Background: an optimization exercise with open tools, aiming at small area, a short achievable clock period and few clock cycles per item. Do not read the settings as production practice. Where RTL was checked, it was by simulation tests only, not by an equivalence proof against the original. No functional check of the RTL was part of runs 2, 4 and 5. No activity file was given, so power comes from the tool's default toggle rates.

`design/flow/design.v`:
```
module fa_cell (
    input  logic a,
    input  logic b,
    input  logic ci,
    output logic s,
    output logic co
);
    assign s  = a ^ b ^ ci;
    assign co = (a & b) | (a & ci) | (b & ci);
endmodule
module assignment (
    input logic clk,
    input logic NRST,
    input logic start,
    input logic [10:0] A,
    input logic [10:0] B,
    output logic [20:0] result,
    output logic ready
);
    logic        busy;
    logic        accept;
    logic [10:0] a_value;
    logic [9:0]  b_mod;
    logic [9:0]  b_mod_next;
    logic [20:0] row0, row1;
    logic pp_0_0;
    logic pp_0_1;
    logic pp_0_2;
    logic pp_0_3;
    logic pp_0_4;
    logic pp_0_5;
    logic pp_0_6;
    logic pp_0_7;
    logic pp_0_8;
    logic pp_0_9;
    logic pp_1_0;
    logic pp_1_1;
    logic pp_1_2;
    logic pp_1_3;
    logic pp_1_4;
    logic pp_1_5;
    logic pp_1_6;
    logic pp_1_7;
    logic pp_1_8;
    logic pp_1_9;
    logic pp_2_0;
    logic pp_2_1;
    logic pp_2_2;
    logic pp_2_3;
    logic pp_2_4;
    logic pp_2_5;
    logic pp_2_6;
    logic pp_2_7;
    logic pp_2_8;
    logic pp_2_9;
    logic pp_3_0;
    logic pp_3_1;
    logic pp_3_2;
    logic pp_3_3;
    logic pp_3_4;
    logic pp_3_5;
    logic pp_3_6;
    logic pp_3_7;
    logic pp_3_8;
    logic pp_3_9;
    logic pp_4_0;
    logic pp_4_1;
    logic pp_4_2;
    logic pp_4_3;
    logic pp_4_4;
    logic pp_4_5;
    logic pp_4_6;
    logic pp_4_7;
    logic pp_4_8;
    logic pp_4_9;
    logic pp_5_0;
    logic pp_5_1;
    logic pp_5_2;
    logic pp_5_3;
    logic pp_5_4;
    logic pp_5_5;
    logic pp_5_6;
    logic pp_5_7;
    logic pp_5_8;
    logic pp_5_9;
    logic pp_6_0;
    logic pp_6_1;
    logic pp_6_2;
    logic pp_6_3;
    logic pp_6_4;
    logic pp_6_5;
    logic pp_6_6;
    logic pp_6_7;
    logic pp_6_8;
    logic pp_6_9;
    logic pp_7_0;
    logic pp_7_1;
    logic pp_7_2;
    logic pp_7_3;
    logic pp_7_4;
    logic pp_7_5;
    logic pp_7_6;
    logic pp_7_7;
    logic pp_7_8;
    logic pp_7_9;
    logic pp_8_0;
    logic pp_8_1;
    logic pp_8_2;
    logic pp_8_3;
    logic pp_8_4;
    logic pp_8_5;
    logic pp_8_6;
    logic pp_8_7;
    logic pp_8_8;
    logic pp_8_9;
    logic pp_9_0;
    logic pp_9_1;
    logic pp_9_2;
    logic pp_9_3;
    logic pp_9_4;
    logic pp_9_5;
    logic pp_9_6;
    logic pp_9_7;
    logic pp_9_8;
    logic pp_9_9;
    logic pp_10_0;
    logic pp_10_1;
    logic pp_10_2;
    logic pp_10_3;
    logic pp_10_4;
    logic pp_10_5;
    logic pp_10_6;
    logic pp_10_7;
    logic pp_10_8;
    logic pp_10_9;
    logic s1;
    logic c2;
    logic s3;
    logic c4;
    logic s5;
    logic c6;
    logic s7;
    logic c8;
    logic s9;
    logic c10;
    logic s11;
    logic c12;
    logic s13;
    logic c14;
    logic s15;
    logic c16;
    logic s17;
    logic c18;
    logic s19;
    logic c20;
    logic s21;
    logic c22;
    logic s23;
    logic c24;
    logic s25;
    logic c26;
    logic s27;
    logic c28;
    logic s29;
    logic c30;
    logic s31;
    logic c32;
    logic s33;
    logic c34;
    logic s35;
    logic c36;
    logic s37;
    logic c38;
    logic s39;
    logic c40;
    logic s41;
    logic c42;
    logic s43;
    logic c44;
    logic s45;
    logic c46;
    logic s47;
    logic c48;
    logic s49;
    logic c50;
    logic s51;
    logic c52;
    logic s53;
    logic c54;
    logic s55;
    logic c56;
    logic s57;
    logic c58;
    logic s59;
    logic c60;
    logic s61;
    logic c62;
    logic s63;
    logic c64;
    logic s65;
    logic c66;
    logic s67;
    logic c68;
    logic s69;
    logic c70;
    logic s71;
    logic c72;
    logic s73;
    logic c74;
    logic s75;
    logic c76;
    logic s77;
    logic c78;
    logic s79;
    logic c80;
    logic s81;
    logic c82;
    logic s83;
    logic c84;
    logic s85;
    logic c86;
    logic s87;
    logic c88;
    logic s89;
    logic c90;
    logic s91;
    logic c92;
    logic s93;
    logic c94;
    logic s95;
    logic c96;
    logic s97;
    logic c98;
    logic s99;
    logic c100;
    logic s101;
    logic c102;
    logic s103;
    logic c104;
    logic s105;
    logic c106;
    logic s107;
    logic c108;
    logic s109;
    logic c110;
    logic s111;
    logic c112;
    logic s113;
    logic c114;
    logic s115;
    logic c116;
    logic s117;
    logic c118;
    logic s119;
    logic c120;
    logic s121;
    logic c122;
    logic s123;
    logic c124;
    logic s125;
    logic c126;
    logic s127;
    logic c128;
    logic s129;
    logic c130;
    logic s131;
    logic c132;
    logic s133;
    logic c134;
    logic s135;
    logic c136;
    logic s137;
    logic c138;
    logic s139;
    logic c140;
    logic s141;
    logic c142;
    logic s143;
    logic c144;
    logic s145;
    logic c146;
    logic s147;
    logic c148;
    logic s149;
    logic c150;
    logic s151;
    logic c152;
    logic s153;
    logic c154;
    logic s155;
    logic c156;
    logic s157;
    logic c158;
    logic s159;
    logic c160;
    assign accept = start & ~busy;
    logic       b_ge_1000, b_ge_2000;
    logic [6:0] b_add;
    assign b_ge_1000 = B >= 11'd1000;
    assign b_ge_2000 = B >= 11'd2000;
    assign b_add = b_ge_2000 ? 7'd6 : (b_ge_1000 ? 7'd3 : 7'd0);
    assign b_mod_next = {7'(B[9:3] + b_add), B[2:0]};
    always_ff @(posedge clk) begin
        if (accept) begin
            a_value <= A;
            b_mod   <= b_mod_next;
        end
    end
    assign pp_0_0 = ~(a_value[0] & b_mod[0]);
    assign pp_0_1 = ~(a_value[0] & b_mod[1]);
    assign pp_0_2 = ~(a_value[0] & b_mod[2]);
    assign pp_0_3 = ~(a_value[0] & b_mod[3]);
    assign pp_0_4 = ~(a_value[0] & b_mod[4]);
    assign pp_0_5 = ~(a_value[0] & b_mod[5]);
    assign pp_0_6 = ~(a_value[0] & b_mod[6]);
    assign pp_0_7 = ~(a_value[0] & b_mod[7]);
    assign pp_0_8 = ~(a_value[0] & b_mod[8]);
    assign pp_0_9 = ~(a_value[0] & b_mod[9]);
    assign pp_1_0 = ~(a_value[1] & b_mod[0]);
    assign pp_1_1 = ~(a_value[1] & b_mod[1]);
    assign pp_1_2 = ~(a_value[1] & b_mod[2]);
    assign pp_1_3 = ~(a_value[1] & b_mod[3]);
    assign pp_1_4 = ~(a_value[1] & b_mod[4]);
    assign pp_1_5 = ~(a_value[1] & b_mod[5]);
    assign pp_1_6 = ~(a_value[1] & b_mod[6]);
    assign pp_1_7 = ~(a_value[1] & b_mod[7]);
    assign pp_1_8 = ~(a_value[1] & b_mod[8]);
    assign pp_1_9 = ~(a_value[1] & b_mod[9]);
    assign pp_2_0 = ~(a_value[2] & b_mod[0]);
    assign pp_2_1 = ~(a_value[2] & b_mod[1]);
    assign pp_2_2 = ~(a_value[2] & b_mod[2]);
    assign pp_2_3 = ~(a_value[2] & b_mod[3]);
    assign pp_2_4 = ~(a_value[2] & b_mod[4]);
    assign pp_2_5 = ~(a_value[2] & b_mod[5]);
    assign pp_2_6 = ~(a_value[2] & b_mod[6]);
    assign pp_2_7 = ~(a_value[2] & b_mod[7]);
    assign pp_2_8 = ~(a_value[2] & b_mod[8]);
    assign pp_2_9 = ~(a_value[2] & b_mod[9]);
    assign pp_3_0 = ~(a_value[3] & b_mod[0]);
    assign pp_3_1 = ~(a_value[3] & b_mod[1]);
    assign pp_3_2 = ~(a_value[3] & b_mod[2]);
    assign pp_3_3 = ~(a_value[3] & b_mod[3]);
    assign pp_3_4 = ~(a_value[3] & b_mod[4]);
    assign pp_3_5 = ~(a_value[3] & b_mod[5]);
    assign pp_3_6 = ~(a_value[3] & b_mod[6]);
    assign pp_3_7 = ~(a_value[3] & b_mod[7]);
    assign pp_3_8 = ~(a_value[3] & b_mod[8]);
    assign pp_3_9 = ~(a_value[3] & b_mod[9]);
    assign pp_4_0 = ~(a_value[4] & b_mod[0]);
    assign pp_4_1 = ~(a_value[4] & b_mod[1]);
    assign pp_4_2 = ~(a_value[4] & b_mod[2]);
    assign pp_4_3 = ~(a_value[4] & b_mod[3]);
    assign pp_4_4 = ~(a_value[4] & b_mod[4]);
    assign pp_4_5 = ~(a_value[4] & b_mod[5]);
    assign pp_4_6 = ~(a_value[4] & b_mod[6]);
    assign pp_4_7 = ~(a_value[4] & b_mod[7]);
    assign pp_4_8 = ~(a_value[4] & b_mod[8]);
    assign pp_4_9 = ~(a_value[4] & b_mod[9]);
    assign pp_5_0 = ~(a_value[5] & b_mod[0]);
    assign pp_5_1 = ~(a_value[5] & b_mod[1]);
    assign pp_5_2 = ~(a_value[5] & b_mod[2]);
    assign pp_5_3 = ~(a_value[5] & b_mod[3]);
    assign pp_5_4 = ~(a_value[5] & b_mod[4]);
    assign pp_5_5 = ~(a_value[5] & b_mod[5]);
    assign pp_5_6 = ~(a_value[5] & b_mod[6]);
    assign pp_5_7 = ~(a_value[5] & b_mod[7]);
    assign pp_5_8 = ~(a_value[5] & b_mod[8]);
    assign pp_5_9 = ~(a_value[5] & b_mod[9]);
    assign pp_6_0 = ~(a_value[6] & b_mod[0]);
    assign pp_6_1 = ~(a_value[6] & b_mod[1]);
    assign pp_6_2 = ~(a_value[6] & b_mod[2]);
    assign pp_6_3 = ~(a_value[6] & b_mod[3]);
    assign pp_6_4 = ~(a_value[6] & b_mod[4]);
    assign pp_6_5 = ~(a_value[6] & b_mod[5]);
    assign pp_6_6 = ~(a_value[6] & b_mod[6]);
    assign pp_6_7 = ~(a_value[6] & b_mod[7]);
    assign pp_6_8 = ~(a_value[6] & b_mod[8]);
    assign pp_6_9 = ~(a_value[6] & b_mod[9]);
    assign pp_7_0 = ~(a_value[7] & b_mod[0]);
    assign pp_7_1 = ~(a_value[7] & b_mod[1]);
    assign pp_7_2 = ~(a_value[7] & b_mod[2]);
    assign pp_7_3 = ~(a_value[7] & b_mod[3]);
    assign pp_7_4 = ~(a_value[7] & b_mod[4]);
    assign pp_7_5 = ~(a_value[7] & b_mod[5]);
    assign pp_7_6 = ~(a_value[7] & b_mod[6]);
    assign pp_7_7 = ~(a_value[7] & b_mod[7]);
    assign pp_7_8 = ~(a_value[7] & b_mod[8]);
    assign pp_7_9 = ~(a_value[7] & b_mod[9]);
    assign pp_8_0 = ~(a_value[8] & b_mod[0]);
    assign pp_8_1 = ~(a_value[8] & b_mod[1]);
    assign pp_8_2 = ~(a_value[8] & b_mod[2]);
    assign pp_8_3 = ~(a_value[8] & b_mod[3]);
    assign pp_8_4 = ~(a_value[8] & b_mod[4]);
    assign pp_8_5 = ~(a_value[8] & b_mod[5]);
    assign pp_8_6 = ~(a_value[8] & b_mod[6]);
    assign pp_8_7 = ~(a_value[8] & b_mod[7]);
    assign pp_8_8 = ~(a_value[8] & b_mod[8]);
    assign pp_8_9 = ~(a_value[8] & b_mod[9]);
    assign pp_9_0 = ~(a_value[9] & b_mod[0]);
    assign pp_9_1 = ~(a_value[9] & b_mod[1]);
    assign pp_9_2 = ~(a_value[9] & b_mod[2]);
    assign pp_9_3 = ~(a_value[9] & b_mod[3]);
    assign pp_9_4 = ~(a_value[9] & b_mod[4]);
    assign pp_9_5 = ~(a_value[9] & b_mod[5]);
    assign pp_9_6 = ~(a_value[9] & b_mod[6]);
    assign pp_9_7 = ~(a_value[9] & b_mod[7]);
    assign pp_9_8 = ~(a_value[9] & b_mod[8]);
    assign pp_9_9 = ~(a_value[9] & b_mod[9]);
    assign pp_10_0 = ~(a_value[10] & b_mod[0]);
    assign pp_10_1 = ~(a_value[10] & b_mod[1]);
    assign pp_10_2 = ~(a_value[10] & b_mod[2]);
    assign pp_10_3 = ~(a_value[10] & b_mod[3]);
    assign pp_10_4 = ~(a_value[10] & b_mod[4]);
    assign pp_10_5 = ~(a_value[10] & b_mod[5]);
    assign pp_10_6 = ~(a_value[10] & b_mod[6]);
    assign pp_10_7 = ~(a_value[10] & b_mod[7]);
    assign pp_10_8 = ~(a_value[10] & b_mod[8]);
    assign pp_10_9 = ~(a_value[10] & b_mod[9]);
    fa_cell u_ha1 (.a(pp_0_9), .b(pp_1_8), .ci(1'b1), .s(s1), .co(c2));
    fa_cell u_fa1 (.a(pp_10_0), .b(pp_1_9), .ci(pp_2_8), .s(s3), .co(c4));
    fa_cell u_ha2 (.a(pp_10_1), .b(pp_2_9), .ci(1'b1), .s(s5), .co(c6));
    fa_cell u_ha3 (.a(pp_0_6), .b(pp_1_5), .ci(1'b1), .s(s7), .co(c8));
    fa_cell u_fa2 (.a(pp_0_7), .b(pp_1_6), .ci(pp_2_5), .s(s9), .co(c10));
    fa_cell u_ha4 (.a(pp_3_4), .b(pp_4_3), .ci(1'b1), .s(s11), .co(c12));
    fa_cell u_fa3 (.a(pp_0_8), .b(pp_1_7), .ci(pp_2_6), .s(s13), .co(c14));
    fa_cell u_fa4 (.a(pp_3_5), .b(pp_4_4), .ci(pp_5_3), .s(s15), .co(c16));
    fa_cell u_ha5 (.a(pp_6_2), .b(pp_7_1), .ci(1'b1), .s(s17), .co(c18));
    fa_cell u_fa5 (.a(pp_2_7), .b(pp_3_6), .ci(pp_4_5), .s(s19), .co(c20));
    fa_cell u_fa6 (.a(pp_5_4), .b(pp_6_3), .ci(pp_7_2), .s(s21), .co(c22));
    fa_cell u_fa7 (.a(pp_8_1), .b(pp_9_0), .ci(s1), .s(s23), .co(c24));
    fa_cell u_fa8 (.a(pp_3_7), .b(pp_4_6), .ci(pp_5_5), .s(s25), .co(c26));
    fa_cell u_fa9 (.a(pp_6_4), .b(pp_7_3), .ci(pp_8_2), .s(s27), .co(c28));
    fa_cell u_fa10 (.a(pp_9_1), .b(c2), .ci(s3), .s(s29), .co(c30));
    fa_cell u_fa11 (.a(pp_3_8), .b(pp_4_7), .ci(pp_5_6), .s(s31), .co(c32));
    fa_cell u_fa12 (.a(pp_6_5), .b(pp_7_4), .ci(pp_8_3), .s(s33), .co(c34));
    fa_cell u_fa13 (.a(pp_9_2), .b(s5), .ci(c4), .s(s35), .co(c36));
    fa_cell u_fa14 (.a(pp_10_2), .b(pp_3_9), .ci(pp_4_8), .s(s37), .co(c38));
    fa_cell u_fa15 (.a(pp_5_7), .b(pp_6_6), .ci(pp_7_5), .s(s39), .co(c40));
    fa_cell u_fa16 (.a(pp_8_4), .b(pp_9_3), .ci(c6), .s(s41), .co(c42));
    fa_cell u_fa17 (.a(pp_10_3), .b(pp_4_9), .ci(pp_5_8), .s(s43), .co(c44));
    fa_cell u_fa18 (.a(pp_6_7), .b(pp_7_6), .ci(pp_8_5), .s(s45), .co(c46));
    fa_cell u_fa19 (.a(pp_10_4), .b(pp_5_9), .ci(pp_6_8), .s(s47), .co(c48));
    fa_cell u_ha6 (.a(pp_0_4), .b(pp_1_3), .ci(1'b1), .s(s49), .co(c50));
    fa_cell u_fa20 (.a(pp_0_5), .b(pp_1_4), .ci(pp_2_3), .s(s51), .co(c52));
    fa_cell u_ha7 (.a(pp_3_2), .b(pp_4_1), .ci(1'b1), .s(s53), .co(c54));
    fa_cell u_fa21 (.a(pp_2_4), .b(pp_3_3), .ci(pp_4_2), .s(s55), .co(c56));
    fa_cell u_fa22 (.a(pp_5_1), .b(pp_6_0), .ci(s7), .s(s57), .co(c58));
    fa_cell u_fa23 (.a(pp_5_2), .b(pp_6_1), .ci(pp_7_0), .s(s59), .co(c60));
    fa_cell u_fa24 (.a(c8), .b(s11), .ci(s9), .s(s61), .co(c62));
    fa_cell u_fa25 (.a(pp_8_0), .b(c12), .ci(s17), .s(s63), .co(c64));
    fa_cell u_fa26 (.a(c10), .b(s13), .ci(s15), .s(s65), .co(c66));
    fa_cell u_fa27 (.a(c18), .b(c14), .ci(c16), .s(s67), .co(c68));
    fa_cell u_fa28 (.a(s19), .b(s21), .ci(s23), .s(s69), .co(c70));
    fa_cell u_fa29 (.a(c20), .b(c22), .ci(s25), .s(s71), .co(c72));
    fa_cell u_fa30 (.a(s27), .b(c24), .ci(s29), .s(s73), .co(c74));
    fa_cell u_fa31 (.a(c26), .b(c28), .ci(s31), .s(s75), .co(c76));
    fa_cell u_fa32 (.a(s33), .b(c30), .ci(s35), .s(s77), .co(c78));
    fa_cell u_fa33 (.a(c32), .b(c34), .ci(s37), .s(s79), .co(c80));
    fa_cell u_fa34 (.a(s39), .b(s41), .ci(c36), .s(s81), .co(c82));
    fa_cell u_fa35 (.a(pp_9_4), .b(c38), .ci(c40), .s(s83), .co(c84));
    fa_cell u_fa36 (.a(s43), .b(s45), .ci(c42), .s(s85), .co(c86));
    fa_cell u_fa37 (.a(pp_7_7), .b(pp_8_6), .ci(pp_9_5), .s(s87), .co(c88));
    fa_cell u_fa38 (.a(c44), .b(c46), .ci(s47), .s(s89), .co(c90));
    fa_cell u_fa39 (.a(pp_10_5), .b(pp_6_9), .ci(pp_7_8), .s(s91), .co(c92));
    fa_cell u_fa40 (.a(pp_8_7), .b(pp_9_6), .ci(c48), .s(s93), .co(c94));
    fa_cell u_fa41 (.a(pp_10_6), .b(pp_7_9), .ci(pp_8_8), .s(s95), .co(c96));
    fa_cell u_ha8 (.a(pp_0_3), .b(pp_1_2), .ci(1'b1), .s(s97), .co(c98));
    fa_cell u_fa42 (.a(pp_2_2), .b(pp_3_1), .ci(pp_4_0), .s(s99), .co(c100));
    fa_cell u_fa43 (.a(pp_5_0), .b(c50), .ci(s53), .s(s101), .co(c102));
    fa_cell u_fa44 (.a(c54), .b(c52), .ci(s55), .s(s103), .co(c104));
    fa_cell u_fa45 (.a(c56), .b(s59), .ci(c58), .s(s105), .co(c106));
    fa_cell u_fa46 (.a(c60), .b(s63), .ci(c62), .s(s107), .co(c108));
    fa_cell u_fa47 (.a(c64), .b(c66), .ci(s67), .s(s109), .co(c110));
    fa_cell u_fa48 (.a(c68), .b(s71), .ci(c70), .s(s111), .co(c112));
    fa_cell u_fa49 (.a(c72), .b(s75), .ci(s77), .s(s113), .co(c114));
    fa_cell u_fa50 (.a(c76), .b(s79), .ci(c78), .s(s115), .co(c116));
    fa_cell u_fa51 (.a(c80), .b(s83), .ci(s85), .s(s117), .co(c118));
    fa_cell u_fa52 (.a(s87), .b(c84), .ci(s89), .s(s119), .co(c120));
    fa_cell u_fa53 (.a(c88), .b(s91), .ci(c90), .s(s121), .co(c122));
    fa_cell u_fa54 (.a(pp_9_7), .b(c92), .ci(s95), .s(s123), .co(c124));
    fa_cell u_fa55 (.a(pp_10_7), .b(pp_8_9), .ci(pp_9_8), .s(s125), .co(c126));
    fa_cell u_ha9 (.a(pp_0_2), .b(pp_1_1), .ci(1'b1), .s(s127), .co(c128));
    fa_cell u_fa56 (.a(pp_2_1), .b(pp_3_0), .ci(s97), .s(s129), .co(c130));
    fa_cell u_fa57 (.a(c98), .b(s49), .ci(s99), .s(s131), .co(c132));
    fa_cell u_fa58 (.a(c100), .b(s51), .ci(s101), .s(s133), .co(c134));
    fa_cell u_fa59 (.a(c102), .b(s57), .ci(s103), .s(s135), .co(c136));
    fa_cell u_fa60 (.a(c104), .b(s61), .ci(s105), .s(s137), .co(c138));
    fa_cell u_fa61 (.a(s65), .b(c106), .ci(s107), .s(s139), .co(c140));
    fa_cell u_fa62 (.a(s69), .b(c108), .ci(s109), .s(s141), .co(c142));
    fa_cell u_fa63 (.a(c110), .b(s73), .ci(s111), .s(s143), .co(c144));
    fa_cell u_fa64 (.a(c74), .b(c112), .ci(s113), .s(s145), .co(c146));
    fa_cell u_fa65 (.a(s81), .b(s115), .ci(c114), .s(s147), .co(c148));
    fa_cell u_fa66 (.a(c82), .b(s117), .ci(c116), .s(s149), .co(c150));
    fa_cell u_fa67 (.a(c86), .b(s119), .ci(c118), .s(s151), .co(c152));
    fa_cell u_fa68 (.a(s93), .b(s121), .ci(c120), .s(s153), .co(c154));
    fa_cell u_fa69 (.a(c94), .b(s123), .ci(c122), .s(s155), .co(c156));
    fa_cell u_fa70 (.a(c96), .b(s125), .ci(c124), .s(s157), .co(c158));
    fa_cell u_fa71 (.a(pp_10_8), .b(pp_9_9), .ci(c126), .s(s159), .co(c160));
    assign row0 = {1'b1, pp_10_9, s159, s157, s155, s153, s151, c148, c146, c144, c142, c140, c138, c136, c134, c132, c130, c128, pp_2_0, pp_0_1, pp_0_0};
    assign row1 = {1'b1, c160, c158, c156, c154, c152, c150, s149, s147, s145, s143, s141, s139, s137, s135, s133, s131, s129, s127, pp_1_0, 1'b1};
    logic [8:0] blk0;
    assign blk0 = ~({1'b0, row0[7:0]} + {1'b0, row1[7:0]} + 9'd1);
    logic [5:0] blk1;
    assign blk1 = ~({1'b0, row0[12:8]} + {1'b0, row1[12:8]} + 6'd1);
    logic [4:0] blk2;
    assign blk2 = ~({1'b0, row0[16:13]} + {1'b0, row1[16:13]} + 5'd1);
    logic [4:0] blk3;
    assign blk3 = ~({1'b0, row0[20:17]} + {1'b0, row1[20:17]} + 5'd1);
    logic [20:0] sum_q;
    logic [2:0] gen_q;
    logic [2:1] prop_q;
    always_ff @(posedge clk) begin
        sum_q[7:0] <= blk0[7:0];
        gen_q[0] <= blk0[8];
        sum_q[12:8] <= blk1[4:0];
        gen_q[1] <= blk1[5];
        prop_q[1] <= &(row0[12:8] ^ row1[12:8]);
        sum_q[16:13] <= blk2[3:0];
        gen_q[2] <= blk2[4];
        prop_q[2] <= &(row0[16:13] ^ row1[16:13]);
        sum_q[20:17] <= blk3[3:0];
    end
    logic [3:1] cin;
    assign cin[1] = gen_q[0];
    assign cin[2] = gen_q[1] | (prop_q[1] & cin[1]);
    assign cin[3] = gen_q[2] | (prop_q[2] & cin[2]);
    assign result[7:0] = sum_q[7:0];
    assign result[12:8] = sum_q[12:8] + 5'(cin[1]);
    assign result[16:13] = sum_q[16:13] + 4'(cin[2]);
    assign result[20:17] = sum_q[20:17] + 4'(cin[3]);
    always_ff @(posedge clk or negedge NRST) begin
        if (!NRST) begin
            busy  <= 1'b0;
            ready <= 1'b0;
        end else begin
            busy  <= accept;
            ready <= busy | (ready & ~start);
        end
    end
endmodule
```
`design/flow/flow/run.sh`:
```
#!/bin/bash
# The standard layout (the standard.sh: ORFS synthesis to final layout),
# with smaller port buffers and no clock-tree dummy loads.
set -euo pipefail
export BUFFER_PORTS_ARGS="-buffer_cell ${PORT_BUF:-sky130_fd_sc_hd__buf_1}"
export CTS_ARGS="-sink_clustering_enable -repair_clock_nets -dont_use_dummy_load -sink_clustering_size 60 -sink_clustering_max_diameter 300 -buf_list sky130_fd_sc_hd__clkbuf_16"
bash standard.sh > standard.log 2>&1
```
`design/flow/standard.sh`:
```
#!/bin/bash
# synth_recipe.tcl (not shown) runs the flow's synth.tcl, then flattens the netlist and writes it again
# the make line also repeats each setting of config.mk as NAME=value (left out here)
make -C /OpenROAD-flow-scripts/flow DESIGN_CONFIG=/design/flow/config.mk WORK_HOME=/design/flow/orfs CLKGATE_MAP_FILE= SYNTH_SCRIPT=/design/flow/synth_recipe.tcl "${@:-finish}"
```
`design/flow/config.mk`:
```
export PLATFORM = sky130hd
export DESIGN_NAME = assignment
export DESIGN_NICKNAME = assignment
export VERILOG_FILES = /design/flow/design.v
export SDC_FILE = /design/flow/constraint.sdc
export NUM_CORES = 4
export LEC_CHECK = 0
export CAP_MARGIN = 20
export CORE_MARGIN = 2
export CORE_UTILIZATION = 40
export SLEW_MARGIN = 20
export SYNTH_HIERARCHICAL = 1
export SYNTH_MINIMUM_KEEP_SIZE = 0
```
`design/flow/constraint.sdc`:
```
create_clock -name core_clock -period 12.5 [get_ports {clk}]
set_input_delay 2.5000 -clock core_clock [delete_from_list [all_inputs] [get_ports {clk}]]
set_output_delay 2.5000 -clock core_clock [all_outputs]
set_load 0.01 [all_outputs]
```
==> run notes, run 1 <==
Worst setup path
STA classifies the critical path endpoint as a primary output. The critical path is of the flip-flop to primary output type. The maximum fanout count along the critical path is 2. The data arrival at the endpoint of the critical path is 1.71 ns.

The critical path data required time is 10.00 ns. The nature of the critical path startpoint is a flip-flop. The internal reg-to-reg setup slack is 8.43 ns.

Clock tree
The latest clock arrival within the worst-skew pair is 0.30 ns. The H-tree generated during clock tree synthesis spans 2 levels. No sink is reached through more buffers than the 2 on the longest clock path. The clock drives 49 sinks. In this run, post-CTS repair resized a total of 0 instances. Buffers inserted during clock tree synthesis total 5. The clock tree from TritonCTS is yes.

The number of buffers inserted by post-CTS setup repair is 0. The cts-stage hold buffer count is 0. After clock tree synthesis, the clock-pin slew on the worst setup and hold paths is 0.07 ns. The tree is rooted in a clkbuf_16.

Drt
The number of violations reported at the end of detailed-routing iteration 0 is 87. Summed over all nets, wire length on met3 after detailed routing comes to 441 um. The per-cell via count in the routed design is 5.01. The met2 wire length is 4.37 mm. The first TritonRoute pass finished after 4 iterations. The routed layout has 2,858 vias. The top layer used by detailed routing is met4. After detailed routing, the number of remaining DRC violations is 0.

After detailed routing, the average wire length per cell comes to 14.6 um. The total detailed-routing wirelength is 8.33 mm. The count of nets left with antenna violations once routing finished came out at 0.

The detailed-routing wirelength on met1 is 3.38 mm.

Power
The power density over cell area is 200 nW/um^2. Sequential cells account for 26.1% of the total power. VDD sags by at most 0.000106 V.

The overall power after layout is 0.957 mW. The proportion of power drawn by the clock network is 13.0%. The proportion of power drawn by combinational gates is 60.9%. Net switching is 41.6% of the power.

The internal power of the cells totals 0.559 mW. The switching component of the power is 0.398 mW. Summed over all cells, the static leakage comes to 1.86 nW.

Synth
The number of instances in the synthesized netlist is 400. Counting flops with an async set or reset pin after synthesis yields a share of 4.08%. After synthesis, the most frequently instantiated cells are nand2_1, fa_1, ha_1, dfxtp_1. In this run the mean area of a mapped cell was 11.0 sq um. Ranked by total cell area, the synthesized netlist is headed by fa_1, edfxtp_1, dfxtp_1, nand2_1, ha_1.

The cell area after synthesis is 4410 sq um. For this run, the leading register cell type out of synthesis is dfxtp_1. After synthesis the netlist holds a flip-flop and latch count of 49.

Yosys printed 7 warnings. The most frequently used cell type in the post-synthesis netlist is nand2_1. The top-area cell type share of the netlist area is 38.6%. The share of the yosys chip area belonging to registers is 27.2%. The post-synthesis cell type count is 29. Of all cell types, the one taking the most synthesized area is fa_1. The count of flip-flops with a built-in enable after synthesis is 21.

Final layout
With fillers left out, the area of the finished cells amounts to 4780 sq um. The final net count is 571. The post-route core utilization is 44.3%.

Compared with the post-synthesis result, the final layout area differs by 8.43%. Excluding fillers, the count of instances in the completed layout stands at 571. The ratio of cells with drive above 1 in the final layout is 1.86%.

The repair_antennas step left the layout with diodes totalling 0.

STA
The total count of max-transition violations in the final report was 0. The final count of negative-setup-slack endpoints is 0. The fmax is 237 MHz.

The accumulated negative setup slack is 0 ns. For the pin with the worst max-slew slack, the measured transition is 0.528 ns. Setup repair after global routing left no endpoint under its margin.

The worst path needs 4.21 ns of the cycle, external delays included. The final period utilization is 33.7%. The worst hold-check slack is 0.454 ns.

The number of failing hold endpoints at the final stage was 0. The relative slew slack is 64.8%. The setup skew after layout is 0.0218 ns. The worst path meets setup with 8.29 ns of slack.

Global route
The number of global-route vias before repair is 3,167. The largest net degree at the start of global routing is 23. For this run the aggregate overflow at the end of global routing stands at 0. The wire length of the first global-routing pass is 14.4 mm.

The initial antenna violation count is 0. The total routing usage reported by global routing is 15.9%.

Floorplan
47 I/O pins were placed. The die covers 11,900 sq um. The die is 109 um wide. The initial utilization of the core area, before any placement, comes to 40.9%. In this run the standard cell core region covers 10,800 sq um. After floorplanning, the core was divided into 38 placement rows. The height of the chip is 109 um.

Worst hold path
The tightest min-delay check is of the flip-flop to flip-flop type.

Place
The cell area after placement is 4660 sq um. The port buffer count is 46. The worst setup slack after placement is 8.06 ns. The final HPWL from detailed placement is 6.54 mm. The cell total after placement is 566. At the end of routability-driven placement, the weighted congestion stood at 0.815.

Outcome
The flow ran to the end and the layout has no timing, DRC or antenna violations.

Job
The number of max-capacitance violations reported is 0.
## modules after synthesis, one instance, submodules excluded
| module | cells | area, sq um |
|---|---|---|
| fa_cell | 1 | 20.0 |
| assignment | 320 | 2810 |
## registers in the layout, indices dropped and copies added, names as in the netlist
name and cells:
b_mod 10, gen_q 3, busy 1, prop_q 2, a_value 11, sum_q 21
ready 1
## layout by cell type, fill, tap and decap left out, types with 2 or more instances in the layout
| cell type | instances |
|---|---|
| dfxtp_1 | 26 |
| nand2_1 | 113 |
| xor2_1 | 12 |
| xnor2_1 | 10 |
| clkbuf_16 | 5 |
| ha_1 | 28 |
| fa_1 | 85 |
| conb_1 | 9 |
| a21oi_1 | 9 |
| nand3_1 | 5 |
| a21o_1 | 11 |
| nor2b_1 | 2 |
| inv_1 | 18 |
| buf_1 | 46 |
| and2_1 | 3 |
| nor2_1 | 6 |
| o21bai_1 | 3 |
| o21ai_0 | 7 |
| dfrtp_1 | 2 |
| edfxtp_1 | 21 |
## path summary, 6_finish.rpt
| kind | startpoint | end | cells past startpoint |
|---|---|---|---|
| max reg2reg | b_mod[9] | sum_q[12] | 10 |
| min reg2reg | busy | ready | 1 |
| min in group asynchronous | NRST | busy | 1 |
| max in group asynchronous | NRST | ready | 1 |
| min | busy | ready | 1 |
| max | gen_q[0] | result[19] | 6 |
## logic make-up (layout without fill, tap and decap cells)
family                     count (synthesis)  in the layout  synth area share (%)
DFF                                       49             49                  27.2
xor gates and xnor gates                  22             22                  4.37
buffers and inverters                     47             70                  4.68
other                                      1              9                0.0850
adders and majority gates                113            113                  46.5
and+or+nand+nor                          133            133                  12.0
AOI/OAI and AO/OA                         35             35                  5.11
## critical path: stages (launching register included)
cell and delay, ns:
dfxtp_1 0.32, a21o_1 0.21, a21o_1 0.19, ha_1 0.20, ha_1 0.19, xor2_1 0.15, buf_1 0.17
## layout make-up
type / instances / area, sq um
inverter: 18 / 67.6
timing repair buffer: 47 / 180
multi-input combinational: 312 / 3030
tap: 140 / 175
clock buffer: 5 / 125
fill: 1051 / 6010
sequential: 49 / 1200
## power groups by stage
stage          combinational (mW)  clock [mW]  sequential (mW)
6_report                    0.583       0.125            0.250
4_1_cts                     0.600       0.129            0.250
3_5_place_dp                0.596           0            0.254
3_3_place_gp                0.581           0            0.252
2_1_floorplan               0.484           0            0.236
5_1_grt                     0.685       0.135            0.255
## layer usage
metal / track usage [%] / vias to the layer above
li1: - / 1307
met1: 19.0 / 1452
met2: 28.5 / 85
met3: 3.59 / 14
met4: 4.49 / 0
met5: 0 / -
Testbench counts, summed over its fixed seeds: cycles 3,200, items 1,600.
==> inputs of run 2 (changes only) <==
--- a/design/flow/design.v
+++ b/design/flow/design.v
@@ -523,6 +523,6 @@
     logic [3:1] cin;
     assign cin[1] = gen_q[0];
-    assign cin[2] = gen_q[1] | (prop_q[1] & cin[1]);
-    assign cin[3] = gen_q[2] | (prop_q[2] & cin[2]);
+    assign cin[2] = (gen_q[0] & prop_q[1]) | gen_q[1];
+    assign cin[3] = (gen_q[0] & prop_q[1] & prop_q[2]) | (gen_q[1] & prop_q[2]) | gen_q[2];
     assign result[7:0] = sum_q[7:0];
     assign result[12:8] = sum_q[12:8] + 5'(cin[1]);
==> design/flow/flow/run.sh (replaced) <==
#!/bin/bash
# The standard layout (the standard.sh: ORFS synthesis to final layout),
# with smaller port buffers and no clock-tree dummy loads.
set -euo pipefail
export BUFFER_PORTS_ARGS="-buffer_cell ${PORT_BUF:-sky130_fd_sc_hd__buf_1}"
export CTS_ARGS="-sink_clustering_enable -repair_clock_nets -dont_use_dummy_load -buf_list sky130_fd_sc_hd__clkbuf_8"
bash standard.sh > standard.log 2>&1
==> run 2 against run 1 <==
  * Cell count stayed put
  * Critical path depth stayed put
  * Register-to-register slack worse by 0.03 ns
  * First-iteration DRC count is 31% higher
  * Sequential power hardly changed
  * Clock skew is 0.011 ns higher
  * Design area is 1.2% lower
  * Clock-buffer cell count stayed put
  * Routed wire length hardly changed
  * Flip-flop and latch count stayed put
  * Power is 4.0% lower
  * Combinational power hardly changed
  * Critical endpoint unchanged
==> run notes, run 2 <==
Power
The switching share of power is 42.9%. The switching component of the power is 0.395 mW. The proportion of power drawn by combinational gates is 63.5%. The internal portion of the total power is 0.524 mW. The clock network burns 9.4% of the power. Sequential cells account for 27.1% of the total power. Dividing total power by cell area gives a power density of 194 nW/um^2.

The peak supply drop is 0.000106 V. The reported leakage power is 1.84 nW.

Synth
The top cell type by area accounts for 38.6% of the synthesized area. The mean cell area of the mapped netlist is 11.0 sq um. In this run the cell area of the synthesized design comes to 4410 sq um.

Counting distinct cell types in the post-synthesis netlist gives 29. Among all cell types in the netlist, the one instantiated most often is nand2_1. Yosys mapped a number of flops with a built-in enable equal to 21. The count of synthesis-stage warnings from yosys is 7. In the synthesized netlist the dominant register cell turns out to be dfxtp_1. Sorting the synthesized cells by area gives the leading types as fa_1, edfxtp_1, dfxtp_1, nand2_1, ha_1. The dominant cell type by area after synthesis is fa_1.

By count the netlist is led by nand2_1, fa_1, ha_1, dfxtp_1. Synthesis produced 400 cells. The fraction of synthesis flops using an asynchronous set or reset pin is 4.08%. The number of synthesized register bits is 49.

The share of the yosys chip area belonging to registers is 27.2%.

Final layout
In the final design database the tool counted 571 nets. The post-route standard cell area excluding fillers is 4730 sq um. The library cells used most frequently in the layout, excluding fill and tap cells, are nand2_1, fa_1, buf_1. The register bank with the most flops is sum_q. The number of fill cells in the layout is 1,062. The largest registers in the layout are sum_q x21, a_value x11, b_mod x10.

The post-route netlist has 1.86% of its cells at a drive strength greater than 1. The commonest non-fill, non-tap cell in the layout is nand2_1. The register with the most flip-flops in the layout has 21 of them. The area growth from synthesis to layout is 7.15%.

The number of inserted diodes is 0.

Clock tree
The number of gates resized after CTS was 0. The latest clock arrival within the worst-skew pair is 0.31 ns. Buffers inserted to repair hold after CTS numbered 0. The worst-case clock buffer depth is 2. The clock net in this run drives a total of 49 sinks. TritonCTS created 5 clock buffers. The clock tree from TritonCTS is yes. The CTS H-tree depth is 2. The number of setup buffers added after CTS is 0. After clock tree synthesis, the clock-pin slew on the worst setup and hold paths is 0.10 ns. The CTS root buffer is clkbuf_8.

Drt
Dividing the detail-routed wire length by the instance count gives 14.6 um. The total detailed-routing wirelength is 8.33 mm. The remaining number of nets flagged by the antenna check after routing is 0. After detailed routing, the number of remaining DRC violations is 0. For this run, the detailed router's first-pass iteration total came to 4. The routed layout has 2,862 vias. The number of violations reported at the end of detailed-routing iteration 0 is 114. The per-cell via count in the routed design is 5.01.

Global route
Entering global routing, the biggest net connects 23 pins. The wire length of the first global-routing pass is 14.4 mm. Global routing consumed, over all layers together, 15.8% of the routing resources. The initial antenna violation count is 0.

The number of global-route vias before repair is 3,180. The total congestion overflow after global routing is 0.

STA
The clock arrives with 0.0329 ns of skew. The routed design could run at a clock period as short as 4.22 ns. The final count of negative-setup-slack endpoints is 0. Hold timing on the final database bottoms out at a slack of 0.461 ns. The total count of max-transition violations in the final report is 0. Setup repair after global routing left no endpoint under its margin. In the finished design, the share of the clock period the worst path needs comes to 33.8%. The number of failing hold endpoints at the final stage came to 0.

The relative slew slack is 65.2%. The worst-margin pin slew is 0.522 ns. For this run, the top clock speed supported by timing is 237 MHz.

For the final routed database, the setup TNS stands at 0 ns.

Worst hold path
The path category of the worst min-delay check is flip-flop to flip-flop. Along the worst hold path, the cell count comes to 1.

Worst setup path
The class of the most critical setup path is flip-flop to primary output. STA puts the critical path data arrival time at 1.72 ns. The worst setup path is launched from a flip-flop. The signal on the critical path passes through a21o_1 > a21o_1 > ha_1 > ha_1 > xor2_1 > buf_1. STA classifies the critical path endpoint as a primary output. The largest incremental delay on the critical path is 0.32 ns. The slowest library cell on the worst path is dfxtp_1. In this run the worst path has a maximum fanout of 2. The length in cells of the worst reg-to-reg path is 10. At the worst endpoint, the required time is 10.00 ns.

Job
The number of max-capacitance violations reported is 0.

Outcome
The flow ran to the end and the layout has no timing, DRC or antenna violations.

Floorplan
In this run the horizontal extent of the chip is 109 um. The area of the placeable core is 10,800 sq um. The floorplan step set the die height to 109 um. In this run the core area contains 38 standard-cell rows. 47 I/O pins were placed. The die area is 11,900 sq um. The starting density of the core is 40.9%.

Place
The port buffer count is 46. The placer congestion estimate is 0.815. Once placement finished, the instance area stood at 4660 sq um. After legalization and detailed placement, the total HPWL measured 6.54 mm.
==> run 2: cell type report <==
cell class / instances / area [sq um] / area share, %
clock buffers: 5 / 68.8 / 1.46
inverters: 18 / 67.6 / 1.43
multi-input cells: 312 / 3030 / 64.2
flip-flops and latches: 49 / 1200 / 25.4
well taps: 140 / 175 / 3.71
repair buffers: 47 / 180 / 3.81
==> run 2: kinds of logic (layout without fill, tap and decap cells) <==
family	Yosys count	in the layout	share of synthesized area, %
and+or+nand+nor	133	133	12.0
adders and majority gates	113	113	46.5
DFF	49	49	27.2
buffers and inverters	47	70	4.68
AOI/OAI and AO/OA	35	35	5.11
xor gates and xnor gates	22	22	4.37
other	1	9	0.0850
==> run 2: worst paths after layout <==
| path | from | slack, ns | end |
|---|---|---|---|
| max reg2reg | b_mod[9] | 8.40 | sum_q[12] |
| max | gen_q[0] | 8.28 | result[19] |
| max in group asynchronous | NRST | 10.43 | ready |
| min in group asynchronous | NRST | 1.95 | busy |
| min | busy | 0.46 | ready |
| min reg2reg | busy | 0.46 | ready |
==> run 2: power by group through the flow <==
stage | Sequential [mW] | Combinational, mW | Clock [mW]
after floorplan | 0.236 | 0.484 | 0
after global placement | 0.252 | 0.581 | 0
after detailed placement | 0.254 | 0.596 | 0
after CTS | 0.250 | 0.599 | 0.0902
after global routing | 0.255 | 0.685 | 0.0954
final | 0.249 | 0.583 | 0.0863
==> run 2: critical path: cells and delay by family (launching register included) <==
kind,cells,cell delay (ns)
AO/OA/AOI/OAI,2,0.42
adder cells (fa/ha/maj),2,0.39
flip-flops,1,0.32
buffers and inverters,1,0.17
XOR/XNOR,1,0.15
==> run 2: per-module statistics from Yosys (local to each module, per instance) <==
| module | flip-flops and latches | cell area, sq um | cells | times used |
|---|---|---|---|---|
| assignment | 49 | 2810 | 320 | 1 |
| fa_cell | 0 | 20.0 | 1 | 80 |
==> run 2: routing by layer <==
| metal | GRT usage, % | vias to the layer above | wire length (um) |
|---|---|---|---|
| li1 | - | 1306 | - |
| met1 | 19.0 | 1452 | 3470 |
| met5 | 0 | - | 0 |
| met4 | 5.31 | 0 | 175 |
| met2 | 28.3 | 84 | 4320 |
| met3 | 2.81 | 20 | 358 |
==> run 2: through the flow <==
step / worst slack (ns) / total power [mW] / util, % / instances
floorplan: 8.36 / 0.720 / - / 408
global placement: 8.18 / 0.834 / 43.1 / 566
detailed placement: 8.06 / 0.850 / 43.1 / 566
CTS: 8.25 / 0.940 / 43.8 / 571
global route: 8.15 / 1.04 / 43.8 / 571
finish: 8.28 / 0.919 / 43.8 / 571
==> inputs of run 3 (changes only) <==
--- a/design/flow/design.v
+++ b/design/flow/design.v
@@ -295,10 +295,19 @@
     logic c160;
     assign accept = start & ~busy;
-    logic       b_ge_1000, b_ge_2000;
-    logic [6:0] b_add;
-    assign b_ge_1000 = B >= 11'd1000;
-    assign b_ge_2000 = B >= 11'd2000;
-    assign b_add = b_ge_2000 ? 7'd6 : (b_ge_1000 ? 7'd3 : 7'd0);
-    assign b_mod_next = {7'(B[9:3] + b_add), B[2:0]};
+    logic       b_ge_1000, b_ge_2000, b_q1, b_f;
+    logic [6:0] h;
+    assign h = B[9:3];
+    assign b_ge_2000 = B[10] & B[9] & B[8] & B[7] & B[6] & (B[5] | B[4]);
+    assign b_ge_1000 = B[10] | (B[9] & B[8] & B[7] & B[6] & B[5] & (B[4] | B[3]));
+    assign b_q1 = b_ge_1000 & ~b_ge_2000;
+    assign b_f = (b_ge_2000 & (h[1] | h[2])) | (b_q1 & (h[0] | h[1]) & h[2]);
+    assign b_mod_next[2:0] = B[2:0];
+    assign b_mod_next[3] = h[0] ^ b_q1;
+    assign b_mod_next[4] = h[1] ^ (b_ge_2000 | (b_q1 & ~h[0]));
+    assign b_mod_next[5] = h[2] ^ ((b_ge_2000 & ~h[1]) | (b_q1 & (h[0] | h[1])));
+    assign b_mod_next[6] = h[3] ^ b_f;
+    assign b_mod_next[7] = h[4] ^ (b_f & h[3]);
+    assign b_mod_next[8] = h[5] ^ (b_f & h[3] & h[4]);
+    assign b_mod_next[9] = h[6] ^ (b_f & h[3] & h[4] & h[5]);
     always_ff @(posedge clk) begin
         if (accept) begin
--- a/design/flow/config.mk
+++ b/design/flow/config.mk
@@ -8,5 +8,5 @@
 export CAP_MARGIN = 20
 export CORE_MARGIN = 2
-export CORE_UTILIZATION = 40
+export CORE_UTILIZATION = 65
 export SLEW_MARGIN = 20
 export SYNTH_HIERARCHICAL = 1
==> run 3 against run 2 <==
  * Non-clock buffer count unchanged
  * Flip-flop and latch count unchanged
  * Clock power decreased by 2.9%
  * Synthesized cell count rose by 1.8%
  * Design area down 1.1%
  * Largest cell class unchanged
==> run notes, run 3 <==
Final layout
The number of inserted diodes is 0. The commonest non-fill, non-tap cell in the layout is nand2_1. The final net count is 576.

The ratio of cells with drive above 1 in the final layout is 2.29%. The register with the most flip-flops in the layout has 21 of them. The largest registers in the layout are sum_q x21, a_value x11, b_mod x10. In the layout the commonest cells are nand2_1, fa_1, buf_1. The area growth from synthesis to layout is 5.04%. The register with the most flip-flops in the final layout is sum_q.

Global route
The number of global-route vias before repair is 3,038. The first global-routing pass estimated 14.0 mm of wire. The total routing usage reported by global routing is 24.4%.

The largest net degree at the start of global routing is 23. The total congestion overflow after global routing is 0. The initial antenna violation count is 0.

Synth
fa_1 takes more of the synthesized area than any other cell. In the synthesized netlist the dominant register cell turns out to be dfxtp_1. After Yosys synthesis, XOR and XNOR cells account for 3.54% of the synthesized area. The proportion of synthesized area in mux cells is 0%. The synthesized netlist contains 39 unique library cells.

Sorting the synthesized cells by how often they occur yields nand2_1, fa_1, ha_1, dfxtp_1. The cell area that synthesis handed to floorplanning was 4450 sq um. The share of the yosys chip area belonging to registers is 27.0%.

The synthesized netlist devotes 12.9% of its cell area to simple gates. The share of synthesized cell area in full adder, half adder and majority cells is 46.0%. By area, the combinational part of the netlist is dominated by adder cells. The count of synthesis-stage warnings from yosys is 7. The fraction of synthesis flops using an asynchronous set or reset pin is 4.08%. Summing the areas of all compound-gate instances in the mapped netlist gives 5.29% of the synthesized area. Synthesis inferred 49 register bits. The count of flip-flops with a built-in enable after synthesis is 21. Ranked by total cell area, the synthesized netlist is headed by fa_1, edfxtp_1, dfxtp_1, nand2_1, ha_1. The number of instances in the synthesized netlist is 407. Of the post-synthesis cell area, the dominant cell type holds 37.8%.

The mean cell area of the mapped netlist is 10.9 sq um. The most frequently used cell type in the post-synthesis netlist is nand2_1.

Worst setup path
The kind of end point of the critical path is a primary output. STA puts the critical path data required time at 10.00 ns. The worst setup path is of the flip-flop to primary output kind. The worst setup path is launched from a flip-flop. STA puts the critical path data arrival time at 1.67 ns. The maximum fanout count along the critical path is 2.

Power
The power density over cell area is 193 nW/um^2. The overall power after layout is 0.903 mW. The peak supply drop is 0.000125 V.

In this run the static leakage power is 1.83 nW.

STA
For this run, the top clock speed supported by timing is 240 MHz. Final hold analysis gives a worst-case slack of 0.466 ns. The clock arrives with 0.0316 ns of skew. Setup repair after global routing left no endpoint under its margin. The final count of negative-setup-slack endpoints is 0. The number of failing hold endpoints at the final stage is 0.

The minimum clock period after layout is 4.17 ns. Adding up every negative setup slack in the final design gives 0 ns. After layout, the worst path uses 33.4% of the clock period. The total count of max-transition violations in the final report came to 0.

Floorplan
The die is 86.7 um wide. The die covers 7520 sq um. In this run the vertical extent of the chip is 86.7 um.

In this run the count of I/O pins placed on the die edge is 47. For this configuration, the core starts out at a cell density of 66.2%. The floorplan step defined a core boundary enclosing 6720 sq um. The number of rows created at floorplan is 30.

Clock tree
Once the clock tree was built, the setup fixing pass inserted 0 buffers. The total clock buffers created by CTS is 5. The clock net in this run drives a total of 49 sinks. The worst-case clock buffer depth is 2. The H-tree was split into 2 levels. Gates resized during post-CTS repair numbered 0. Hold repair after CTS inserted 0 buffers. TritonCTS built the clock tree. The latest clock arrival within the worst-skew pair is 0.31 ns. The clock-pin slew of the registers on the worst-case setup and hold paths is 0.10 ns.

Clock tree synthesis selected as its root buffer the cell clkbuf_8.

Drt
The total detailed-routing wirelength is 7.94 mm. Across all layers, the routed design uses 2,859 vias. The detail route stage leaves a number of antenna-violating nets equal to 0. The average wire length per cell after detail routing is 15.4 um.

The per-cell via count in the routed design is 5.54. For this run, design rule violations remaining after detail routing come to 0. Before antenna repair, the detailed router went through 4 iterations. The number of violations reported at the end of detailed-routing iteration 0 is 69.

Place
The port buffer count is 46. Routability-driven placement finished with a final weighted congestion of 0.858. The final HPWL from detailed placement is 6.25 mm.

Job
Across the run, the number of max-cap violations was 0.

Outcome
The run finished with no timing, DRC or antenna violations.

Worst hold path
The path category of the worst min-delay check is flip-flop to flip-flop.
## run 3: layout make-up
type,count,area (sq um)
well taps,80,100
inverters,20,75.1
repair buffers,47,180
fillers,534,2050
flip-flops and latches,49,1200
clock buffers,5,68.8
multi-input cells,315,3050
## run 3: per-module statistics from Yosys, one instance, submodules excluded
module	flops+latches	copies in the design	cell area (sq um)	cells
assignment	49	1	2850	327
fa_cell	0	80	20.0	1
## run 3: worst max-delay path, stage by stage, from the launching register on
cell and delay, ns:
dfxtp_1 0.33, a21o_1 0.21, a21o_1 0.18, ha_1 0.19
ha_1 0.19, xor2_1 0.12, buf_1 0.16
## run 3: power by group
group	internal [mW]	switching (mW)	total [mW]
logic	0.260	0.312	0.572
registers	0.219	0.0279	0.247
clock network	0.0362	0.0477	0.0838
## run 3: per-layer routing
layer	vias to the layer above	track usage (%)	share of wire (%)
met5	-	0	0
met4	0	6.82	1.7
met3	10	3.52	4.0
met2	62	43.1	52
met1	1448	31.6	42
li1	1339	-	-
## run 3: final timing paths
kind | endpoint | slack [ns] | from | cells past startpoint
worst max-delay path | result[19] | 8.33 | gen_q[0] | 6
worst min-delay path | ready | 0.47 | busy | 1
worst max register to register | sum_q[12] | 8.46 | b_mod[9] | 10
worst min register to register | ready | 0.47 | busy | 1
max in group asynchronous | ready | 10.44 | NRST | 1
min in group asynchronous | busy | 1.94 | NRST | 1
## run 3: per-stage QoR
stage / util [%] / setup WS (ns) / instance area, sq um / cells
4_1_cts: 69.5 / 8.30 / 4670 / 516
3_3_place_gp: 68.5 / 8.50 / 4600 / 511
6_report: 69.5 / 8.33 / 4670 / 516
5_1_grt: 69.5 / 8.22 / 4670 / 516
2_1_floorplan: - / 8.62 / 4480 / 415
3_5_place_dp: 68.5 / 8.44 / 4600 / 511
## run 3: kinds of logic (layout without fill, tap and decap cells)
kind of cell	after synthesis	after routing
buffers and inverters	51	72
XOR/XNOR	18	18
adder cells (fa/ha/maj)	113	113
AND/OR/NAND/NOR	139	139
AO/OA/AOI/OAI	36	36
other	1	9
flip-flops	49	49
Testbench counts of run 3, summed over its fixed seeds: cycles 3,200, items 1,600.
==> inputs of run 4 (changes only) <==
--- a/design/flow/design.v
+++ b/design/flow/design.v
@@ -519,5 +519,8 @@
     logic [2:0] gen_q;
     logic [2:1] prop_q;
+    logic [3:1] pre_cin, cin_q;
+    assign pre_cin[3] = (blk0[8] & (&(row0[12:8] ^ row1[12:8])) & (&(row0[16:13] ^ row1[16:13]))) | (blk1[5] & (&(row0[16:13] ^ row1[16:13]))) | blk2[4];
     always_ff @(posedge clk) begin
+        cin_q[3] <= pre_cin[3];
         sum_q[7:0] <= blk0[7:0];
         gen_q[0] <= blk0[8];
@@ -533,5 +536,5 @@
     assign cin[1] = gen_q[0];
     assign cin[2] = (gen_q[0] & prop_q[1]) | gen_q[1];
-    assign cin[3] = (gen_q[0] & prop_q[1] & prop_q[2]) | (gen_q[1] & prop_q[2]) | gen_q[2];
+    assign cin[3] = cin_q[3];
     assign result[7:0] = sum_q[7:0];
     assign result[12:8] = sum_q[12:8] + 5'(cin[1]);
==> run 4 against run 3 <==
  * Hold slack better by 0.0063 ns
  * Flip-flop and latch count down 1
  * Area after synthesis rose by 0.14%
  * Sequential share of layout area down 0.50 points
  * Power up 3.3%
  * Critical path depth up 7
  * Routed wire length up 0.34%
  * Largest power group unchanged
==> run notes, run 4 <==
Final layout
The register with the most flip-flops in the layout has 21 of them. The largest registers in the layout are sum_q x21, a_value x11, b_mod x10. The final net count is 583. The count of non-filler cells in the finished layout is 523. The number of fill cells in the layout is 512.

The number of inserted diodes is 0. With fillers left out, the area of the finished cells amounts to 4690 sq um. From synthesis to final layout, the design area changed by 5.20%.

Registers take 1180 sq um. The register bank with the most flops is sum_q. Summing all multi-input logic gate instances after layout gives 3080 sq um. The ratio of cells with drive above 1 in the final layout is 1.81%. The top cell types in the final layout, fill and taps aside, are nand2_1, fa_1, buf_1. The library cell used most frequently in the layout, excluding fill and tap cells, is nand2_1.

Synth
By count the netlist is led by nand2_1, fa_1, ha_1, dfxtp_1, clkbuf_1. The mapped netlist covers 4450 sq um. In this run, distinct cell masters in the synthesized netlist total 40. The parity-gate share of the synthesized area counting xor and xnor cells is 3.34%. By instance count, the leading cell after synthesis is nand2_1. The area share of and/or/nand/nor cells after synthesis is 13.7%. Sequential elements use 26.5% of the synthesized area. The number of synthesized register bits is 48.

The share of synthesized cell area in full adder, half adder and majority cells is 45.9%. Summed over all instances, the cell type with the most area after synthesis is fa_1. In this run, synthesis inferred 21 flip-flops with an integrated enable. By area, the combinational part of the netlist is dominated by adder cells. For this run, the number of Yosys warnings is 7. The primary flip-flop cell chosen by synthesis mapping is dfxtp_1. The proportion of synthesized area in mux cells is 0.253%.

In the synthesized netlist, the number of instances is 414. Ranked by total cell area, the synthesized netlist is headed by fa_1, edfxtp_1, dfxtp_1, nand2_1, ha_1. Summing the areas of all compound-gate instances in the mapped netlist gives 5.14% of the synthesized area. The top cell type by area accounts for 37.8% of the synthesized area. The mean cell area of the mapped netlist is 10.8 sq um. Of all flip-flops after synthesis, the portion carrying an async set or reset was 4.17%.

Global route
The largest net degree at the start of global routing is 23. Summed over all layers, the global routing overflow is 0. The number of global-route vias before repair is 3,093. The initial antenna violation count came to 0.

The first global-routing pass estimated 14.0 mm of wire. Global routing consumed, over all layers together, 24.3% of the routing resources.

Worst hold path
The worst hold path belongs to the class flip-flop to flip-flop.

Drt
Summing over every cut layer, the via total after detailed routing is 2,912. The per-cell via count in the routed design is 5.57. For this block, the initial DRC count from the detailed router was 145. In the final routed layout, each cell accounts on average for 15.2 um. In this run the remaining antenna-violating nets after routing total 0.

The final layout contains routed wiring with a total length of 7.96 mm. The number of remaining DRC errors is 0. Before antenna repair, the detailed router went through 4 iterations.

Place
The final HPWL from detailed placement is 6.39 mm. The placer congestion estimate is 0.871. Summing all placed instances gives a cell area of 4620 sq um. The number of placed instances, taps included, is 518. Input and output buffers added on the ports amount to 46.

At the placement stage, the worst setup path has a slack of 8.26 ns.

Floorplan
The die outline width is 86.8 um. The top-level I/O count is 47. The area of the placeable core is 6720 sq um. The height of the chip is 86.8 um. The die area is 7530 sq um. The floorplan has 30 rows. The starting density of the core is 66.3%.

Worst setup path
The worst setup path is launched from a flip-flop. In this design, the stage delay of the slowest critical-path cell is 0.57 ns. The cell seen most often among critical-path stages is fa_1. The class of the most critical setup path is flip-flop to flip-flop. STA puts the critical path data required time at 12.68 ns. The slowest library cell on the worst path is edfxtp_1. Walking the worst path, the cells encountered are nand2_1 > fa_1 > fa_1 > fa_1 > fa_1 > fa_1 > inv_1 > ha_1 > fa_1 > inv_1 > a21o_1 > a21oi_1 > a211o_1. The data arrival at the endpoint of the critical path is 4.44 ns.

The kind of end point of the critical path is a flip-flop. Of all nets on the critical path, the largest fanout is 11.

Clock tree
The number of buffers inserted by post-CTS setup repair is 0. The clock tree from TritonCTS is yes. For the worst-skew pair, the clock arrives at the later sink with an insertion delay of 0.30 ns. The number of sinks on the clock net is 48. The CTS H-tree depth is 2. The number of resized instances in the post-cts repair step is 0. The worst-case clock buffer depth is 2. The CTS root buffer is clkbuf_8. After clock tree synthesis, the clock-pin slew on the worst setup and hold paths is 0.09 ns.

The cts-stage hold buffer count is 0. The total clock buffers created by CTS is 5.

Job
Max-cap violations in this run came to 0.

STA
The number of failing hold endpoints at the final stage is 0. The total count of max-transition violations in the final report is 0. The minimum clock period after layout is 4.25 ns. The fmax is 235 MHz.

Setup violations remaining at the end of the flow were counted as 0. Between clock sinks in the finished design, the worst skew comes to 0.0182 ns. Setup repair after global routing left no endpoint under its margin. The accumulated negative setup slack is 0 ns. After layout, the worst setup slack is 8.25 ns.

The final period utilization is 34.0%.

Power
Summed over all cells, the static leakage comes to 1.87 nW. The power density over cell area is 199 nW/um^2. The peak supply drop is 0.000131 V. After layout, the design draws a total of 0.933 mW.

Outcome
The flow ran to the end and the layout has no timing, DRC or antenna violations.
## run 4: cell types whose count changed in the layout (fill, tap and decap cells not counted), moves of 2 or more
cell | before | now
nand2_1 | 111 | 115
a211oi_2 | 2 | 0
o21bai_1 | 2 | 0
o21ai_0 | 9 | 6
nor2_1 | 6 | 9
## run 4: metrics by stage
step                      hold slack (ns)  utilization (%)
after floorplan                     0.429                -
after global placement              0.436             68.7
after detailed placement            0.454             68.7
after CTS                           0.476             69.7
after global routing                0.503             69.7
final                               0.473             69.7
## run 4: critical path: cells and delay by family (launching register included)
kind	cells	cell delay, ns
flops	1	0.57
fa+ha+maj	7	2.89
buf+inv	2	0.12
simple gates	1	0.14
compound gates	3	0.41
## run 4: path summary, 6_finish.rpt
kind | start | depth (start not counted) | endpoint | slack [ns]
min in group asynchronous | NRST | 1 | busy | 1.96
max in group asynchronous | NRST | 1 | ready | 10.42
min reg2reg | busy | 1 | ready | 0.47
max | b_mod[1] | 13 | cin_q[3] | 8.25
max reg2reg | b_mod[1] | 13 | cin_q[3] | 8.25
min | busy | 1 | ready | 0.47
## run 4: cell type report
type / count / area share, %
multi-input combinational: 322 / 65.7
sequential: 48 / 25.2
clock buffer: 5 / 1.47
tap: 80 / 2.14
inverter: 21 / 1.68
timing repair buffer: 47 / 3.85
## run 4: kinds of logic after synthesis
family | count (synthesis)
DFF | 48
buffers and inverters | 52
xor gates and xnor gates | 17
adders and majority gates | 113
and+or+nand+nor | 147
muxes | 1
AOI/OAI and AO/OA | 35
other | 1
## run 4: power by group
part           leakage (nW)  switching, mW  internal (mW)
Combinational          1.40          0.328          0.276
Sequential            0.435         0.0274          0.216
Clock                0.0359         0.0493         0.0362
## run 4: routing by layer
layer	share of wire (%)	routed length [um]	vias to the layer above	GRT usage (%)
met2	51	4100	87	42.1
met3	4.8	382	11	3.62
li1	-	-	1359	-
met4	1.8	146	0	6.82
met5	0	0	-	0
met1	42	3340	1455	32.1
## run 4: modules after synthesis, one instance, submodules excluded
module	cells inside	flip-flops and latches
assignment	334	48
fa_cell	1	0
==> inputs of run 5 (changes only) <==
--- a/design/flow/design.v
+++ b/design/flow/design.v
@@ -520,7 +520,7 @@
     logic [2:1] prop_q;
     logic [3:1] pre_cin, cin_q;
-    assign pre_cin[3] = (blk0[8] & (&(row0[12:8] ^ row1[12:8])) & (&(row0[16:13] ^ row1[16:13]))) | (blk1[5] & (&(row0[16:13] ^ row1[16:13]))) | blk2[4];
+    assign pre_cin[2] = (blk0[8] & (&(row0[12:8] ^ row1[12:8]))) | blk1[5];
     always_ff @(posedge clk) begin
-        cin_q[3] <= pre_cin[3];
+        cin_q[2] <= pre_cin[2];
         sum_q[7:0] <= blk0[7:0];
         gen_q[0] <= blk0[8];
@@ -535,6 +535,6 @@
     logic [3:1] cin;
     assign cin[1] = gen_q[0];
-    assign cin[2] = (gen_q[0] & prop_q[1]) | gen_q[1];
-    assign cin[3] = cin_q[3];
+    assign cin[2] = cin_q[2];
+    assign cin[3] = (gen_q[2] | (prop_q[2] & cin_q[2]));
     assign result[7:0] = sum_q[7:0];
     assign result[12:8] = sum_q[12:8] + 5'(cin[1]);
==> run 5 against run 4 <==
  * Flip-flop and latch count unchanged
  * Combinational power decreased by 2%
  * Largest cell class unchanged
  * Routed wire length is 3.2% higher
  * Utilization up 0.15 points
  * Hold slack better by 0.0026 ns
  * Power is 1.4% lower
  * First-iteration DRC count is 21% lower
==> run notes, run 5 <==
Global route
The wire length of the first global-routing pass is 14.6 mm. The total routing usage reported by global routing is 26.0%. The number of global-route vias before repair was 3,190.

The largest net degree at the start of global routing is 23. The initial antenna violation count is 0. The total congestion overflow after global routing is 0.

Final layout
The area growth from synthesis to layout is 5.33%. The ratio of cells with drive above 1 in the final layout is 1.59%. The post-route standard cell area excluding fillers is 4670 sq um. Leaving out fill and tap cells, the most frequent cells in the layout are nand2_1, fa_1, buf_1. The final net count is 581. The largest registers in the layout are sum_q x21, a_value x11, b_mod x10. The number of inserted diodes is 0. The register with the most flip-flops in the layout has 21 of them. After filler insertion, the fill cell instance count of the layout stands at 525. The register bank with the most flops is sum_q. The count of non-filler cells in the finished layout is 521. The commonest non-fill, non-tap cell in the layout is nand2_1.

Synth
The post-synthesis cell type count is 32. The synthesized design contains 21 enable-type register cells. In the synthesized netlist, the cells that appear most often are nand2_1, fa_1, ha_1, dfxtp_1, inv_1. For this run, asynchronously set or reset flops after synthesis account for 4.17%.

The share of the yosys chip area belonging to registers is 26.6%. The number of synthesized register bits is 48. The Yosys step of the flow raised 7 warnings. The top cell type by area accounts for 37.9% of the synthesized area. In the synthesized netlist, the number of instances is 411.

After synthesis, the cell types taking the most area are fa_1, edfxtp_1, dfxtp_1, nand2_1, ha_1. Among all flip-flop cells after synthesis, the most frequent one is dfxtp_1. In this run the mean area of a mapped cell was 10.8 sq um. After synthesis the cells add up to 4430 sq um. The dominant cell type by area after synthesis is fa_1. Yosys instantiated no cell more often than nand2_1.

Clock tree
TritonCTS built the clock tree. The H-tree was split into 2 levels. The clock-pin slew of the registers on the worst-case setup and hold paths is 0.09 ns. The number of sinks on the clock net is 48. Hold repair after CTS inserted 0 buffers. Clock tree synthesis inserted a total of 5 buffers. The latest clock arrival within the worst-skew pair is 0.31 ns. After clock tree synthesis, the setup repair step added 0 buffers. The number of resized instances in the post-cts repair step is 0.

The worst-case clock buffer depth is 2. The tree is rooted in a clkbuf_8.

Drt
Once detail routing completed, the nets flagged for antenna violations numbered 0. For this block, the via count after detailed routing is 2,916. The number of violations reported at the end of detailed-routing iteration 0 is 114.

After detailed routing, the total wire length is 8.22 mm. In the routed layout, each cell is associated on average with a via count of 5.60. The first detailed-routing pass took 5 iterations.

The average wire length per cell after detail routing is 15.8 um. For this run, design rule violations remaining after detail routing come to 0.

Place
At the placement stage, the worst setup path has a slack of 8.38 ns. Port buffering added 46 buffers. Detailed placement ended at an HPWL of 6.56 mm. At the end of routability-driven placement, the weighted congestion stood at 0.941. The cell area after placement is 4600 sq um. The cell total after placement is 516.

Worst setup path
The critical path is of the flip-flop to flip-flop type. The worst setup path is launched from a flip-flop. STA classifies the critical path endpoint as a flip-flop.

The maximum fanout count along the critical path is 11. The data arrival at the endpoint of the critical path is 4.36 ns. The length in cells of the worst reg-to-reg path is 11. Data on the critical path is required at its endpoint by 12.68 ns.

STA
The minimum clock period after layout is 4.17 ns. The number of failing hold endpoints at the final stage is 0. The accumulated negative setup slack is 0 ns. Setup repair after global routing left no endpoint under its margin. In the finished design, the share of the clock period the worst path needs comes to 33.4%. The worst setup slack after layout is 8.33 ns.

The final count of negative-setup-slack endpoints is 0. Between clock sinks in the finished design, the worst skew comes to 0.0185 ns. The total count of max-transition violations in the final report came to 0. Derived from the worst setup path, the maximum achievable clock frequency is 240 MHz.

Floorplan
For this configuration, the core starts out at a cell density of 66.3%. The die outline width is 86.6 um. In this run the vertical extent of the chip is 86.6 um. In this run the core area contains 30 standard-cell rows.

The top-level I/O count is 47. The die area is 7500 sq um. The core region is 6680 sq um.

Power
In this run the power density over the cells is 197 nW/um^2. Total power for the finished layout comes to 0.919 mW. Across the VDD grid, the largest voltage drop is 0.000119 V. For this design the static power due to leakage is 1.85 nW.

Outcome
The flow ran to the end and the layout has no timing, DRC or antenna violations.

Worst hold path
The path category of the worst min-delay check is flip-flop to flip-flop. The cell count of the worst hold path is 1.

Job
The tool flagged a number of max-cap violations equal to 0.
-- run 5: modules after synthesis, one instance, submodules excluded --
| module | cells | copies in the design |
|---|---|---|
| fa_cell | 1 | 80 |
| assignment | 331 | 1 |
-- run 5: power breakdown --
group / switching (mW) / internal [mW] / total [mW]
logic: 0.316 / 0.276 / 0.592
registers: 0.0279 / 0.215 / 0.243
clock network: 0.0475 / 0.0362 / 0.0836
-- run 5: cells by family (layout without fill, tap and decap cells) --
group	after synthesis	in the layout	share of synthesized area, %
compound gates	41	41	6.15
xor+xnor	16	16	3.16
fa+ha+maj	113	113	46.1
buf+inv	54	76	5.25
flops	48	48	26.6
other cells	1	9	0.0846
simple gates	138	138	12.6
-- run 5: layout make-up --
cell class	instances	area, sq um	share of cell area, %
clock buffers	5	68.8	1.47
inverters	24	90.1	1.93
multi-input cells	317	3050	65.3
flip-flops and latches	48	1180	25.3
well taps	80	100	2.14
repair buffers	47	180	3.86
-- run 5: per-stage QoR --
stage / hold WS, ns / utilization, %
floorplan: 0.429 / -
global placement: 0.436 / 68.9
detailed placement: 0.467 / 68.9
CTS: 0.489 / 69.9
global route: 0.507 / 69.9
finish: 0.475 / 69.9
-- run 5: metal layers --
layer | global-route usage (%) | up-vias | wire length, um
li1 | - | 1351 | -
met1 | 31.9 | 1463 | 3310
met2 | 45.6 | 84 | 4320
met3 | 4.19 | 18 | 364
met4 | 11.2 | 0 | 218
met5 | 0 | - | 0
-- run 5: worst paths after layout --
check | endpoint | startpoint | slack [ns]
setup / recovery | cin[2] | b_mod[1] | 8.33
hold / removal | ready | busy | 0.48
setup reg to reg | cin[2] | b_mod[1] | 8.33
hold reg to reg | ready | busy | 0.48
max in group asynchronous | ready | NRST | 10.40
min in group asynchronous | busy | NRST | 1.97
-- run 5: critical path: stages (launching register included) --
cell and delay (ns):
edfxtp_1 0.57, nand2_1 0.15, fa_1 0.51, fa_1 0.54
fa_1 0.44, fa_1 0.52, fa_1 0.42, ha_1 0.34
o21a_1 0.13, o31a_1 0.15, o21ai_0 0.08, a32o_1 0.20

-- static timing again, ports no longer ideal --
No port has a modelled driver above. Below, the same layouts with a new extraction and two added sets of constraints.
Step 1 assumes that a clkbuf_16 drives the clock port and a buf_2 every other input.
Step 2 moves the port delays by t, midway between the first and last clock arrival at a register: inputs arrive t later, outputs are due t later. That takes back most of the time a late clock gives input paths.
Three values: ideal, step 1, step 2; two values: the first two.
| run | t (ns) | slack for setup (ns) | worst setup path at the end |
|---|---|---|---|
| run 1 | 0.322 | 8.289 / 8.252 / 8.097 | input to register |
| run 2 | 0.328 | 8.275 / 8.243 / 8.109 | input to register |
| run 3 | 0.330 | 8.330 / 8.298 / 8.457 | input to register |
| run 4 | 0.326 | 8.247 / 8.247 / 8.247 | register to register |
| run 5 | 0.327 | 8.327 / 8.327 / 8.327 | register to register |
After both steps every run listed still meets setup and hold. The setup slack of run 1, which loses most, moves by -0.037 ns with the drivers and by -0.192 ns with both steps.
